Background: an optimization exercise with open tools, aiming at small area. Do not read the settings as production practice.
No functional check of the RTL was part of this run.
No activity file was given, so power comes from the tool's default toggle rates.

==> flow/design.v <==
module formula # (
	parameter LEN = 8
) (
	input                         clk,
	input                         rst,
	input  signed [    LEN - 1:0] a,
	input  signed [    LEN - 1:0] b,
	input  signed [    LEN - 1:0] c,
	input  signed [    LEN - 1:0] d,
	input                         input_vld,
	output signed [3 * LEN - 1:0] res,
	output                        res_overflow,
	output                        output_vld
);
	logic [4:0] vld;
	always_ff @(posedge clk or posedge rst)
		if (rst) vld <= '0;
		else     vld <= {vld[3:0], input_vld};
	logic [8:0] sub;
	logic [9:0] y0;
	assign sub = {a[7], a} - {b[7], b};
	assign y0  = {{2{c[7]}}, c} + {c[7], c, 1'b0} + 10'd1;
	logic [7:0] x1, d1;
	logic [9:0] y1;
	logic       ov1;
	always_ff @(posedge clk) begin
		x1  <= sub[7:0];
		ov1 <= sub[8] ^ sub[7];
		y1  <= y0;
		d1  <= d;
	end
	wire pp1;
	wire pp2;
	wire pp3;
	wire pp4;
	wire pp5;
	wire pp6;
	wire pp7;
	wire pp8;
	wire pp9;
	wire pp10;
	wire pp11;
	wire pp12;
	wire pp13;
	wire pp14;
	wire pp15;
	wire pp16;
	wire pp17;
	wire pp18;
	wire pp19;
	wire pp20;
	wire pp21;
	wire pp22;
	wire pp23;
	wire pp24;
	wire pp25;
	wire pp26;
	wire pp27;
	wire pp28;
	wire pp29;
	wire pp30;
	wire pp31;
	wire pp32;
	wire pp33;
	wire pp34;
	wire pp35;
	wire pp36;
	wire pp37;
	wire pp38;
	wire pp39;
	wire pp40;
	wire pp41;
	wire pp42;
	wire pp43;
	wire pp44;
	wire pp45;
	wire pp46;
	wire pp47;
	wire pp48;
	wire pp49;
	wire pp50;
	wire pp51;
	wire pp52;
	wire pp53;
	wire pp54;
	wire pp55;
	wire pp56;
	wire pp57;
	wire pp58;
	wire pp59;
	wire pp60;
	wire pp61;
	wire pp62;
	wire pp63;
	wire pp64;
	wire pp65;
	wire pp66;
	wire pp67;
	wire pp68;
	wire pp69;
	wire pp70;
	wire pp71;
	wire pp72;
	wire pp73;
	wire pp74;
	wire pp75;
	wire pp76;
	wire pp77;
	wire pp78;
	wire pp79;
	wire pp80;
	wire s81;
	wire c82;
	wire s83;
	wire c84;
	wire s85;
	wire c86;
	wire s87;
	wire c88;
	wire s89;
	wire c90;
	wire s91;
	wire c92;
	wire s93;
	wire c94;
	wire s95;
	wire c96;
	wire s97;
	wire c98;
	wire s99;
	wire c100;
	wire s101;
	wire c102;
	wire s103;
	wire c104;
	wire s105;
	wire c106;
	wire s107;
	wire c108;
	wire s109;
	wire c110;
	wire s111;
	wire c112;
	wire s113;
	wire c114;
	wire s115;
	wire c116;
	wire s117;
	wire c118;
	wire s119;
	wire c120;
	wire s121;
	wire c122;
	wire s123;
	wire c124;
	wire s125;
	wire c126;
	wire s127;
	wire c128;
	wire s129;
	wire c130;
	wire s131;
	wire c132;
	wire s133;
	wire c134;
	wire s135;
	wire c136;
	wire s137;
	wire c138;
	wire s139;
	wire c140;
	wire s141;
	wire c142;
	wire s143;
	wire c144;
	wire s145;
	wire c146;
	wire s147;
	wire c148;
	wire s149;
	wire c150;
	wire s151;
	wire c152;
	wire s153;
	wire c154;
	wire s155;
	wire c156;
	wire s157;
	wire c158;
	wire s159;
	wire c160;
	wire s161;
	wire c162;
	wire s163;
	wire c164;
	wire s165;
	wire c166;
	wire s167;
	wire c168;
	wire s169;
	wire c170;
	wire s171;
	wire c172;
	wire s173;
	wire c174;
	wire s175;
	wire c176;
	wire s177;
	wire c178;
	wire s179;
	wire c180;
	wire s181;
	wire c182;
	wire s183;
	wire c184;
	wire s185;
	wire c186;
	wire s187;
	wire c188;
	wire s189;
	wire c190;
	wire s191;
	wire c192;
	wire s193;
	wire c194;
	wire s195;
	wire c196;
	wire s197;
	wire c198;
	wire s199;
	wire c200;
	wire s201;
	wire c202;
	wire s203;
	wire c204;
	wire s205;
	wire c206;
	wire s207;
	wire c208;
	wire s209;
	wire c210;
	wire s211;
	wire c212;
	wire s213;
	wire c214;
	wire s215;
	wire c216;
	wire s217;
	wire c218;
	wire s219;
	wire c220;
	wire s221;
	wire c222;
	wire s223;
	wire c224;
	wire s225;
	wire c226;
	wire s227;
	wire c228;
	wire s229;
	wire c230;
	wire s231;
	wire c232;
	wire s233;
	wire c234;
	wire s235;
	wire c236;
	wire s237;
	wire c238;
	wire s239;
	wire c240;
	wire s241;
	wire c242;
	wire s243;
	wire c244;
	wire s245;
	wire c246;
	wire s247;
	wire c248;
	wire s249;
	wire c250;
	wire s251;
	wire c252;
	wire s253;
	wire c254;
	wire s255;
	wire c256;
	wire s257;
	wire c258;
	wire k259;
	wire s260;
	wire c261;
	wire s262;
	wire c263;
	wire s264;
	wire c265;
	wire s266;
	wire c267;
	wire s268;
	wire c269;
	wire s270;
	wire c271;
	wire s272;
	wire c273;
	wire s274;
	wire c275;
	wire s276;
	wire c277;
	wire s278;
	wire c279;
	wire s280;
	wire c281;
	wire s282;
	wire c283;
	wire s284;
	wire c285;
	wire s286;
	wire c287;
	wire s288;
	wire c289;
	wire s290;
	assign pp1 = x1[0] & y1[0];
	assign pp2 = x1[0] & y1[1];
	assign pp3 = x1[0] & y1[2];
	assign pp4 = x1[0] & y1[3];
	assign pp5 = x1[0] & y1[4];
	assign pp6 = x1[0] & y1[5];
	assign pp7 = x1[0] & y1[6];
	assign pp8 = x1[0] & y1[7];
	assign pp9 = x1[0] & y1[8];
	assign pp10 = x1[1] & y1[0];
	assign pp11 = x1[1] & y1[1];
	assign pp12 = x1[1] & y1[2];
	assign pp13 = x1[1] & y1[3];
	assign pp14 = x1[1] & y1[4];
	assign pp15 = x1[1] & y1[5];
	assign pp16 = x1[1] & y1[6];
	assign pp17 = x1[1] & y1[7];
	assign pp18 = x1[1] & y1[8];
	assign pp19 = x1[2] & y1[0];
	assign pp20 = x1[2] & y1[1];
	assign pp21 = x1[2] & y1[2];
	assign pp22 = x1[2] & y1[3];
	assign pp23 = x1[2] & y1[4];
	assign pp24 = x1[2] & y1[5];
	assign pp25 = x1[2] & y1[6];
	assign pp26 = x1[2] & y1[7];
	assign pp27 = x1[2] & y1[8];
	assign pp28 = x1[3] & y1[0];
	assign pp29 = x1[3] & y1[1];
	assign pp30 = x1[3] & y1[2];
	assign pp31 = x1[3] & y1[3];
	assign pp32 = x1[3] & y1[4];
	assign pp33 = x1[3] & y1[5];
	assign pp34 = x1[3] & y1[6];
	assign pp35 = x1[3] & y1[7];
	assign pp36 = x1[3] & y1[8];
	assign pp37 = x1[4] & y1[0];
	assign pp38 = x1[4] & y1[1];
	assign pp39 = x1[4] & y1[2];
	assign pp40 = x1[4] & y1[3];
	assign pp41 = x1[4] & y1[4];
	assign pp42 = x1[4] & y1[5];
	assign pp43 = x1[4] & y1[6];
	assign pp44 = x1[4] & y1[7];
	assign pp45 = x1[4] & y1[8];
	assign pp46 = x1[5] & y1[0];
	assign pp47 = x1[5] & y1[1];
	assign pp48 = x1[5] & y1[2];
	assign pp49 = x1[5] & y1[3];
	assign pp50 = x1[5] & y1[4];
	assign pp51 = x1[5] & y1[5];
	assign pp52 = x1[5] & y1[6];
	assign pp53 = x1[5] & y1[7];
	assign pp54 = x1[5] & y1[8];
	assign pp55 = x1[6] & y1[0];
	assign pp56 = x1[6] & y1[1];
	assign pp57 = x1[6] & y1[2];
	assign pp58 = x1[6] & y1[3];
	assign pp59 = x1[6] & y1[4];
	assign pp60 = x1[6] & y1[5];
	assign pp61 = x1[6] & y1[6];
	assign pp62 = x1[6] & y1[7];
	assign pp63 = x1[6] & y1[8];
	assign pp64 = x1[7] & y1[0];
	assign pp65 = x1[7] & y1[1];
	assign pp66 = x1[7] & y1[2];
	assign pp67 = x1[7] & y1[3];
	assign pp68 = x1[7] & y1[4];
	assign pp69 = x1[7] & y1[5];
	assign pp70 = x1[7] & y1[6];
	assign pp71 = x1[7] & y1[7];
	assign pp72 = x1[7] & y1[8];
	assign pp73 = x1[0] & y1[9];
	assign pp74 = x1[1] & y1[9];
	assign pp75 = x1[2] & y1[9];
	assign pp76 = x1[3] & y1[9];
	assign pp77 = x1[4] & y1[9];
	assign pp78 = x1[5] & y1[9];
	assign pp79 = x1[6] & y1[9];
	assign pp80 = x1[7] & y1[9];
	assign s81 = pp8 ^ pp16;
	assign c82 = pp8 & pp16;
	assign s83 = pp9 ^ pp17;
	assign c84 = pp9 & pp17;
	assign s85 = pp18 ^ pp26;
	assign c86 = pp18 & pp26;
	assign s87 = pp6 ^ pp14;
	assign c88 = pp6 & pp14;
	assign s89 = pp7 ^ pp15 ^ pp23;
	assign c90 = (pp7 & pp15) | (pp7 & pp23) | (pp15 & pp23);
	assign s91 = pp31 ^ pp39;
	assign c92 = pp31 & pp39;
	assign s93 = pp24 ^ pp32 ^ pp40;
	assign c94 = (pp24 & pp32) | (pp24 & pp40) | (pp32 & pp40);
	assign s95 = pp48 ^ pp56 ^ ~pp64;
	assign c96 = (pp48 & pp56) | (pp48 & ~pp64) | (pp56 & ~pp64);
	assign s97 = ~d1[5] ^ 1'b1;
	assign c98 = ~d1[5] & 1'b1;
	assign s99 = pp25 ^ pp33 ^ pp41;
	assign c100 = (pp25 & pp33) | (pp25 & pp41) | (pp33 & pp41);
	assign s101 = pp49 ^ pp57 ^ ~pp65;
	assign c102 = (pp49 & pp57) | (pp49 & ~pp65) | (pp57 & ~pp65);
	assign s103 = ~d1[6] ^ s83 ^ c82;
	assign c104 = (~d1[6] & s83) | (~d1[6] & c82) | (s83 & c82);
	assign s105 = pp34 ^ pp42 ^ pp50;
	assign c106 = (pp34 & pp42) | (pp34 & pp50) | (pp42 & pp50);
	assign s107 = pp58 ^ ~pp66 ^ ~pp73;
	assign c108 = (pp58 & ~pp66) | (pp58 & ~pp73) | (~pp66 & ~pp73);
	assign s109 = d1[7] ^ s85 ^ c84;
	assign c110 = (d1[7] & s85) | (d1[7] & c84) | (s85 & c84);
	assign s111 = pp27 ^ pp35 ^ pp43;
	assign c112 = (pp27 & pp35) | (pp27 & pp43) | (pp35 & pp43);
	assign s113 = pp51 ^ pp59 ^ ~pp67;
	assign c114 = (pp51 & pp59) | (pp51 & ~pp67) | (pp59 & ~pp67);
	assign s115 = ~pp74 ^ c86;
	assign c116 = ~pp74 & c86;
	assign s117 = pp36 ^ pp44 ^ pp52;
	assign c118 = (pp36 & pp44) | (pp36 & pp52) | (pp44 & pp52);
	assign s119 = pp60 ^ ~pp68;
	assign c120 = pp60 & ~pp68;
	assign s121 = pp45 ^ pp53;
	assign c122 = pp45 & pp53;
	assign s123 = pp3 ^ pp11;
	assign c124 = pp3 & pp11;
	assign s125 = pp4 ^ pp12 ^ pp20;
	assign c126 = (pp4 & pp12) | (pp4 & pp20) | (pp12 & pp20);
	assign s127 = pp5 ^ pp13 ^ pp21;
	assign c128 = (pp5 & pp13) | (pp5 & pp21) | (pp13 & pp21);
	assign s129 = pp29 ^ pp37;
	assign c130 = pp29 & pp37;
	assign s131 = pp22 ^ pp30 ^ pp38;
	assign c132 = (pp22 & pp30) | (pp22 & pp38) | (pp30 & pp38);
	assign s133 = pp46 ^ ~d1[3] ^ s87;
	assign c134 = (pp46 & ~d1[3]) | (pp46 & s87) | (~d1[3] & s87);
	assign s135 = pp47 ^ pp55 ^ ~d1[4];
	assign c136 = (pp47 & pp55) | (pp47 & ~d1[4]) | (pp55 & ~d1[4]);
	assign s137 = s89 ^ s91 ^ c88;
	assign c138 = (s89 & s91) | (s89 & c88) | (s91 & c88);
	assign s139 = s81 ^ s93 ^ s95;
	assign c140 = (s81 & s93) | (s81 & s95) | (s93 & s95);
	assign s141 = s97 ^ c90 ^ c92;
	assign c142 = (s97 & c90) | (s97 & c92) | (c90 & c92);
	assign s143 = s99 ^ s101 ^ s103;
	assign c144 = (s99 & s101) | (s99 & s103) | (s101 & s103);
	assign s145 = c94 ^ c96 ^ c98;
	assign c146 = (c94 & c96) | (c94 & c98) | (c96 & c98);
	assign s147 = s105 ^ s107 ^ s109;
	assign c148 = (s105 & s107) | (s105 & s109) | (s107 & s109);
	assign s149 = c100 ^ c102 ^ c104;
	assign c150 = (c100 & c102) | (c100 & c104) | (c102 & c104);
	assign s151 = s111 ^ s113 ^ s115;
	assign c152 = (s111 & s113) | (s111 & s115) | (s113 & s115);
	assign s153 = c106 ^ c108 ^ c110;
	assign c154 = (c106 & c108) | (c106 & c110) | (c108 & c110);
	assign s155 = ~pp75 ^ s117 ^ s119;
	assign c156 = (~pp75 & s117) | (~pp75 & s119) | (s117 & s119);
	assign s157 = c112 ^ c114 ^ c116;
	assign c158 = (c112 & c114) | (c112 & c116) | (c114 & c116);
	assign s159 = pp61 ^ ~pp69 ^ ~pp76;
	assign c160 = (pp61 & ~pp69) | (pp61 & ~pp76) | (~pp69 & ~pp76);
	assign s161 = s121 ^ c118 ^ c120;
	assign c162 = (s121 & c118) | (s121 & c120) | (c118 & c120);
	assign s163 = pp54 ^ pp62 ^ ~pp70;
	assign c164 = (pp54 & pp62) | (pp54 & ~pp70) | (pp62 & ~pp70);
	assign s165 = ~pp77 ^ c122;
	assign c166 = ~pp77 & c122;
	assign s167 = pp63 ^ ~pp71;
	assign c168 = pp63 & ~pp71;
	assign s169 = pp19 ^ ~d1[0];
	assign c170 = pp19 & ~d1[0];
	assign s171 = pp28 ^ ~d1[1] ^ s125;
	assign c172 = (pp28 & ~d1[1]) | (pp28 & s125) | (~d1[1] & s125);
	assign s173 = ~d1[2] ^ s127 ^ s129;
	assign c174 = (~d1[2] & s127) | (~d1[2] & s129) | (s127 & s129);
	assign s175 = s131 ^ s133 ^ c128;
	assign c176 = (s131 & s133) | (s131 & c128) | (s133 & c128);
	assign s177 = s135 ^ s137 ^ c132;
	assign c178 = (s135 & s137) | (s135 & c132) | (s137 & c132);
	assign s179 = s139 ^ s141 ^ c136;
	assign c180 = (s139 & s141) | (s139 & c136) | (s141 & c136);
	assign s181 = s143 ^ s145 ^ c140;
	assign c182 = (s143 & s145) | (s143 & c140) | (s145 & c140);
	assign s183 = s147 ^ s149 ^ c144;
	assign c184 = (s147 & s149) | (s147 & c144) | (s149 & c144);
	assign s185 = s151 ^ s153 ^ c148;
	assign c186 = (s151 & s153) | (s151 & c148) | (s153 & c148);
	assign s187 = s155 ^ s157 ^ c152;
	assign c188 = (s155 & s157) | (s155 & c152) | (s157 & c152);
	assign s189 = s159 ^ s161 ^ c156;
	assign c190 = (s159 & s161) | (s159 & c156) | (s161 & c156);
	assign s191 = s163 ^ s165 ^ c160;
	assign c192 = (s163 & s165) | (s163 & c160) | (s165 & c160);
	assign s193 = ~pp78 ^ s167 ^ c164;
	assign c194 = (~pp78 & s167) | (~pp78 & c164) | (s167 & c164);
	assign s195 = ~pp72 ^ ~pp79;
	assign c196 = ~pp72 & ~pp79;
	assign s197 = 1'b1 ^ s123;
	assign c198 = 1'b1 & s123;
	assign s199 = c124 ^ s171 ^ c170;
	assign c200 = (c124 & s171) | (c124 & c170) | (s171 & c170);
	assign s201 = c126 ^ s173 ^ c172;
	assign c202 = (c126 & s173) | (c126 & c172) | (s173 & c172);
	assign s203 = c130 ^ s175 ^ c174;
	assign c204 = (c130 & s175) | (c130 & c174) | (s175 & c174);
	assign s205 = c134 ^ s177 ^ c176;
	assign c206 = (c134 & s177) | (c134 & c176) | (s177 & c176);
	assign s207 = c138 ^ s179 ^ c178;
	assign c208 = (c138 & s179) | (c138 & c178) | (s179 & c178);
	assign s209 = c142 ^ s181 ^ c180;
	assign c210 = (c142 & s181) | (c142 & c180) | (s181 & c180);
	assign s211 = c146 ^ s183 ^ c182;
	assign c212 = (c146 & s183) | (c146 & c182) | (s183 & c182);
	assign s213 = c150 ^ s185 ^ c184;
	assign c214 = (c150 & s185) | (c150 & c184) | (s185 & c184);
	assign s215 = c154 ^ s187 ^ c186;
	assign c216 = (c154 & s187) | (c154 & c186) | (s187 & c186);
	assign s217 = c158 ^ s189 ^ c188;
	assign c218 = (c158 & s189) | (c158 & c188) | (s189 & c188);
	assign s219 = c162 ^ s191 ^ c190;
	assign c220 = (c162 & s191) | (c162 & c190) | (s191 & c190);
	assign s221 = c166 ^ s193 ^ c192;
	assign c222 = (c166 & s193) | (c166 & c192) | (s193 & c192);
	assign s223 = c168 ^ s195 ^ c194;
	assign c224 = (c168 & s195) | (c168 & c194) | (s195 & c194);
	assign s225 = pp80 ^ c196;
	assign c226 = pp80 & c196;
	assign s227 = pp2 ^ pp10;
	assign c228 = pp2 & pp10;
	assign s229 = s169 ^ s197 ^ c228;
	assign c230 = (s169 & s197) | (s169 & c228) | (s197 & c228);
	assign s231 = s199 ^ c198 ^ c230;
	assign c232 = (s199 & c198) | (s199 & c230) | (c198 & c230);
	assign s233 = s201 ^ c200 ^ c232;
	assign c234 = (s201 & c200) | (s201 & c232) | (c200 & c232);
	assign s235 = s203 ^ c202 ^ c234;
	assign c236 = (s203 & c202) | (s203 & c234) | (c202 & c234);
	assign s237 = s205 ^ c204 ^ c236;
	assign c238 = (s205 & c204) | (s205 & c236) | (c204 & c236);
	assign s239 = s207 ^ c206 ^ c238;
	assign c240 = (s207 & c206) | (s207 & c238) | (c206 & c238);
	assign s241 = s209 ^ c208 ^ c240;
	assign c242 = (s209 & c208) | (s209 & c240) | (c208 & c240);
	assign s243 = s211 ^ c210 ^ c242;
	assign c244 = (s211 & c210) | (s211 & c242) | (c210 & c242);
	assign s245 = s213 ^ c212 ^ c244;
	assign c246 = (s213 & c212) | (s213 & c244) | (c212 & c244);
	assign s247 = s215 ^ c214 ^ c246;
	assign c248 = (s215 & c214) | (s215 & c246) | (c214 & c246);
	assign s249 = s217 ^ c216 ^ c248;
	assign c250 = (s217 & c216) | (s217 & c248) | (c216 & c248);
	assign s251 = s219 ^ c218 ^ c250;
	assign c252 = (s219 & c218) | (s219 & c250) | (c218 & c250);
	assign s253 = s221 ^ c220 ^ c252;
	assign c254 = (s221 & c220) | (s221 & c252) | (c220 & c252);
	assign s255 = s223 ^ c222 ^ c254;
	assign c256 = (s223 & c222) | (s223 & c254) | (c222 & c254);
	assign s257 = s225 ^ c224 ^ c256;
	assign c258 = (s225 & c224) | (s225 & c256) | (c224 & c256);
	logic [16:0] p2;
	logic        ov2;
	always_ff @(posedge clk) begin
		p2  <= {s257, s255, s253, s251, s249, s247, s245, s243, s241, s239, s237, s235, s233, s231, s229, s227, pp1};
		ov2 <= ov1;
	end
	assign k259 = p2[0] & p2[16];
	assign s260 = p2[1] ^ k259;
	assign c261 = p2[1] & k259;
	assign s262 = p2[2] ^ c261;
	assign c263 = p2[2] & c261;
	assign s264 = p2[3] ^ c263;
	assign c265 = p2[3] & c263;
	assign s266 = p2[4] ^ c265;
	assign c267 = p2[4] & c265;
	assign s268 = p2[5] ^ c267;
	assign c269 = p2[5] & c267;
	assign s270 = p2[6] ^ c269;
	assign c271 = p2[6] & c269;
	assign s272 = p2[7] ^ c271;
	assign c273 = p2[7] & c271;
	assign s274 = p2[8] ^ c273;
	assign c275 = p2[8] & c273;
	assign s276 = p2[9] ^ c275;
	assign c277 = p2[9] & c275;
	assign s278 = p2[10] ^ c277;
	assign c279 = p2[10] & c277;
	assign s280 = p2[11] ^ c279;
	assign c281 = p2[11] & c279;
	assign s282 = p2[12] ^ c281;
	assign c283 = p2[12] & c281;
	assign s284 = p2[13] ^ c283;
	assign c285 = p2[13] & c283;
	assign s286 = p2[14] ^ c285;
	assign c287 = p2[14] & c285;
	assign s288 = p2[15] ^ c287;
	assign c289 = p2[15] & c287;
	assign s290 = p2[16] ^ c289;
	logic [15:0] r3, r4, r5;
	always_ff @(posedge clk) begin
		r3 <= ({s290, s288, s286, s284, s282, s280, s278, s276, s274, s272, s270, s268, s266, s264, s262, s260} | {1'b0, {3{ov2}}, 12'd0}) & {~ov2, 15'h7fff};
		r4 <= r3;
		r5 <= r4;
	end
	assign output_vld   = vld[4];
	assign res_overflow = ~r5[15] & r5[14] & r5[13] & r5[12];
	assign res          = {{8{r5[15]}}, r5};
endmodule
==> flow/run.sh <==
#!/bin/bash
# synth_recipe.tcl (not shown) runs the flow's synth.tcl, then flattens the netlist and writes it again
# the make line also repeats each setting of config.mk as NAME=value (left out here)
make -C /OpenROAD-flow-scripts/flow DESIGN_CONFIG=/design/flow/config.mk WORK_HOME=/design/flow/orfs CLKGATE_MAP_FILE= SYNTH_SCRIPT=/design/flow/synth_recipe.tcl finish
==> flow/config.mk <==
export PLATFORM = sky130hd
export DESIGN_NAME = formula
export DESIGN_NICKNAME = formula
export VERILOG_FILES = /design/flow/design.v
export SDC_FILE = /design/flow/constraint.sdc
export NUM_CORES = 4
export LEC_CHECK = 0
export CAP_MARGIN = 20
export CORE_MARGIN = 2
export CORE_UTILIZATION = 40
export SLEW_MARGIN = 20
==> flow/constraint.sdc <==
create_clock -name core_clock -period 6.0 [get_ports {clk}]
set_input_delay 1.2000 -clock core_clock [delete_from_list [all_inputs] [get_ports {clk}]]
set_output_delay 1.2000 -clock core_clock [all_outputs]
set_load 0.01 [all_outputs]
==> impl_results.md <==
* Reg2Reg Setup Slack at -0.47 ns
* Max FO, Critical Path at 5
* 1st-iter DRT viols at roughly 120
* Global-route wire length before repair at between 15000 and 20000 um
* Area Growth Syn to Fin at 23.7%
* Share of cells above drive strength 1 at a little under an eighth
* CTS tree: yes
* Number of port buffers at 60
* Ys Warns at 1
* Die area at between 0.01 and 0.015 mm^2
* DR WL/cell at 11.9 um
* Total global routing overflow at 0
* Hold Buf Count CTS at 0
* Synth Area per Inst at approximately 11 um^2
* Final Hold Vio Count at 0
* Final worst slack at -0.470 ns
* Latest clock arrival within the worst-skew pair at 0.34 ns
* Via count of the first global-routing pass at approximately 3400
* Fillers at about 1200
* Crit path from: x1[2]$_DFF_P_
* Clk_skew at 0.0101 ns
* Gpl congestion at 0.927
* Worst EP arrival at roughly 6.7 ns
* Worst Setup EP: p2[16]$_DFF_P_
* Net Sw Frac at between 30 and 40%
* Detail Placement HPWL at 7210 um
* Seq cells post-synth at 98
* Comb pwr share at a little under three fifths
* Starting Density at 40.6%
* Reg2reg path depth at 19
* Hold Path Class: flip-flop to flip-flop
* H-tree levels at 3
* Status: failed layout checks
* Post-layout min period at roughly 6.5 ns
* Post-Route Utilization at approximately half
* Ys flop type: dfxtp_1
* Die Y at about 120 um
* Post-placement cell count at just over 700
* Slowest-stage cell, CP: fa_1
* RSZ-0062 raised after global routing: true
* Top cell by count, worst path: fa_2
* Layout Check Fails: setup timing
* Yosys cell types at 34
* WHS Path Cells at 0
* Max-Cap Viols at 0
* Synth Instances at 469
* Via density at around 4.3
* Total Wirelength at between 8000 and 9000 um
* Root buf cell: clkbuf_16
* Power Dens Cells at roughly 570 mW/mm^2
* CTS Sinks at 98
* Cell-by-cell trace of the critical path: buf_4 > and2_1 > fa_1 > inv_1 > fa_1 > fa_1 > inv_1 > fa_1 > fa_2 > fa_2 > fa_2 > fa_2 > fa_2 > fa_2 > fa_2 > fa_2 > fa_2 > fa_2 > xnor2_1
* F_max at about 150 MHz
* Final net count at approximately 700
* Ys async rst share at roughly 5%
* Ant. Diodes at 0
* Die width at around 120 um
* Clock slew at reported path FFs at 0.07 ns
* Seq pwr share at between 20 and 30%
* Met3 WL at roughly 280 um
* Slew Limit Headroom at 76.7%
* Io pins at ~60
* Clock power share at between 10% and 20%
* Max layer used: met4
* Initial antenna violation count at 0
* Sw power at around 1.4 mW
* Post-Layout Cell Count at around 730
* # DRC at 0
* Wire length on met2 at between 4000 and 5000 um
* Crit. End Element: flip-flop
* Syn nets at around 620
* Post-route antenna net violation count at 0
* Final Max Slew Viols at 0
* R2r endpoint: p2[16]$_DFF_P_
* Largest net degree at the start of global routing at 19
* Crit path largest cell delay at about 0.52 ns
* Fin crit share at 108%
* Post-Route M1 WL at between 4000 and 5000 um
* Hold_ws at 0.322 ns
* CTS Buf Count at 9
* Leak at about 3 nW
* Least-Margin Pin Slew at between 0.3 and 0.4 ns
* CP Launch Type: flip-flop
* Internal at approximately 2.4 mW
* Seq/Total Area, Yosys at a little under two fifths
* Reg2Reg Launch Point: x1[2]$_DFF_P_
* Critical path class: flip-flop to flip-flop
* FP Rows at between 40 and 50
* Vias at 3151
* Required @ worst endpoint at ~6.2 ns
* VDD IR max at 0.000262 V
* Tot GR Track Use at a little over an eighth
* Final Setup Violations at 3
* Clock buffer depth at 2
* EDFF count, synth at 0
* Drt pass-1 iters at 4
* CORE AREA at about 0.013 mm^2
* Synthesized area at between 0.005 and 0.006 mm^2
==> per-stage QoR <==
stage | instance area [um^2] | total power [mW] | setup WS, ns | setup TNS [ns]
after floorplan | 5370 | 2.66 | -0.349 | -0.703
after global placement | 6260 | 3.16 | -0.465 | -1.04
after detailed placement | 6260 | 3.29 | -0.542 | -1.23
after CTS | 6580 | 3.89 | -0.500 | -1.11
after global routing | 6600 | 4.28 | -0.620 | -1.46
final | 6600 | 3.79 | -0.470 | -1.03
==> cell families (layout without fill, tap and decap cells) <==
group,after synthesis,count (layout),synth area share (%)
buffers and inverters,102,186,7.74
flip-flops,98,98,37.3
AND/OR/NAND/NOR,110,110,11.2
AO/OA/AOI/OAI,27,27,3.66
multiplexers,2,2,0.375
XOR/XNOR,12,12,1.97
adder cells (fa/ha/maj),118,118,37.8
==> layout by cell type (no fill, tap or decap), types with 3 or more instances in the layout <==
master / Yosys / final
dfxtp_1: 93 / 88
inv_1: 88 / 87
fa_1: 72 / 60
clkdlybuf4s50_1: 0 / 60
and2_1: 49 / 47
ha_1: 46 / 45
nand2_1: 37 / 37
buf_4: 8 / 21
fa_2: 0 / 12
xnor2_1: 11 / 11
clkbuf_16: 0 / 10
nor2_1: 7 / 7
a21oi_1: 6 / 6
nand2b_1: 5 / 5
dfrtp_1: 5 / 5
o21a_1: 4 / 4
o21ai_1: 4 / 4
or2_2: 3 / 3
clkinvlp_4: 0 / 3
dfxtp_2: 0 / 3
==> registers in the layout, summed over array words and instances (netlist names) <==
name,cells
y1,10
d1,8
ov2,1
r3,16
ov1,1
r4,16
p2,17
vld,5
x1,8
r5,16
==> worst max-delay path, delay by kind of cell, from the launching register on <==
kind / cells / cell delay, ns
xor gates and xnor gates: 1 / 0.14
DFF: 1 / 0.32
adders and majority gates: 14 / 5.50
buffers and inverters: 3 / 0.25
and+or+nand+nor: 1 / 0.16
==> timing repair <==
item,4_1_cts,5_1_grt
gates resized for setup,5,3
pin swaps,4,2
endpoints found under the setup margin,3,3
cloned,0,0
setup buffers,1,0
==> worst min path at each step <==
stage	from	endpoint	slack [ns]
2_1_floorplan	ov1$_DFF_P_	ov2$_DFF_P_	0.31
3_3_place_gp	r4[6]$_DFF_P_	r5[6]$_DFF_P_	0.31
3_5_place_dp	r3[2]$_DFF_P_	r4[2]$_DFF_P_	0.31
4_1_cts	r3[4]$_DFF_P_	r4[4]$_DFF_P_	0.32
5_1_grt	r3[10]$_DFF_P_	r4[10]$_DFF_P_	0.32
6_report	r3[4]$_DFF_P_	r4[4]$_DFF_P_	0.32
==> power groups by stage <==
| stage | Sequential, mW | Combinational, mW | Clock, mW |
|---|---|---|---|
| 3_5_place_dp | 1.07 | 2.23 | 0 |
| 2_1_floorplan | 1.07 | 1.59 | 0 |
| 6_report | 1.05 | 2.18 | 0.565 |
| 5_1_grt | 1.08 | 2.59 | 0.614 |
| 4_1_cts | 1.05 | 2.25 | 0.586 |
| 3_3_place_gp | 1.06 | 2.11 | 0 |
==> Yosys cell counts (all sizes together) (2+ instances only) <==
cell type,n,area (um^2)
nor2,7,26.3
nor2b,3,26.3
xnor2,11,96.3
nand3b,2,15.0
nand2b,5,31.3
or2,3,18.8
inv,89,334
nand2,37,139
mux2i,2,20.0
ha,46,576
o21a,6,47.6
and2,49,307
o21ai,6,30.0
o31ai,2,15.0
nand4b,2,17.5
dfrtp,5,125
fa,72,1440
a21boi,2,15.0
buf,8,60.1
clkbuf,5,18.8
a21oi,6,30.0
dfxtp,93,1860
==> cell type report <==
type | instances | area [um^2] | share of cell area (%)
timing repair buffer | 81 | 758 | 11.5
tap | 176 | 220 | 3.34
multi-input combinational | 269 | 2980 | 45.2
sequential | 98 | 2000 | 30.3
clock inverter | 6 | 53.8 | 0.816
inverter | 89 | 334 | 5.07
clock buffer | 10 | 250 | 3.79
==> per-layer routing <==
metal  up-vias  global-route usage (%)
met3        17                    2.44
met4         0                    6.25
met1      1502                    16.9
met5         -                       0
met2        60                    22.5
li1       1572                       -

==> static timing again, ports no longer ideal <==
No port has a modelled driver above. Below, the same layout with a new extraction and two added sets of constraints. Step 1 (the two cells are an assumption about what drives the block):
set clk [get_ports {clk}]
set_driving_cell -lib_cell sky130_fd_sc_hd__clkbuf_16 $clk
set_driving_cell -lib_cell sky130_fd_sc_hd__buf_2 [delete_from_list [all_inputs] $clk]
Step 2 also shifts input and output timing later by t, the mid clock arrival at the registers, as if the neighbouring blocks saw the same clock. Slacks: ideal ports / drivers / drivers and shift; pairs: ideal ports / drivers.
t (ns): 0.376
slack for setup (ns): -0.470 / -0.470 / -0.470
worst setup path at the end: register to register
For this run, drivers alone change the setup slack by 0.000 ns; drivers and shift together by 0.000 ns.
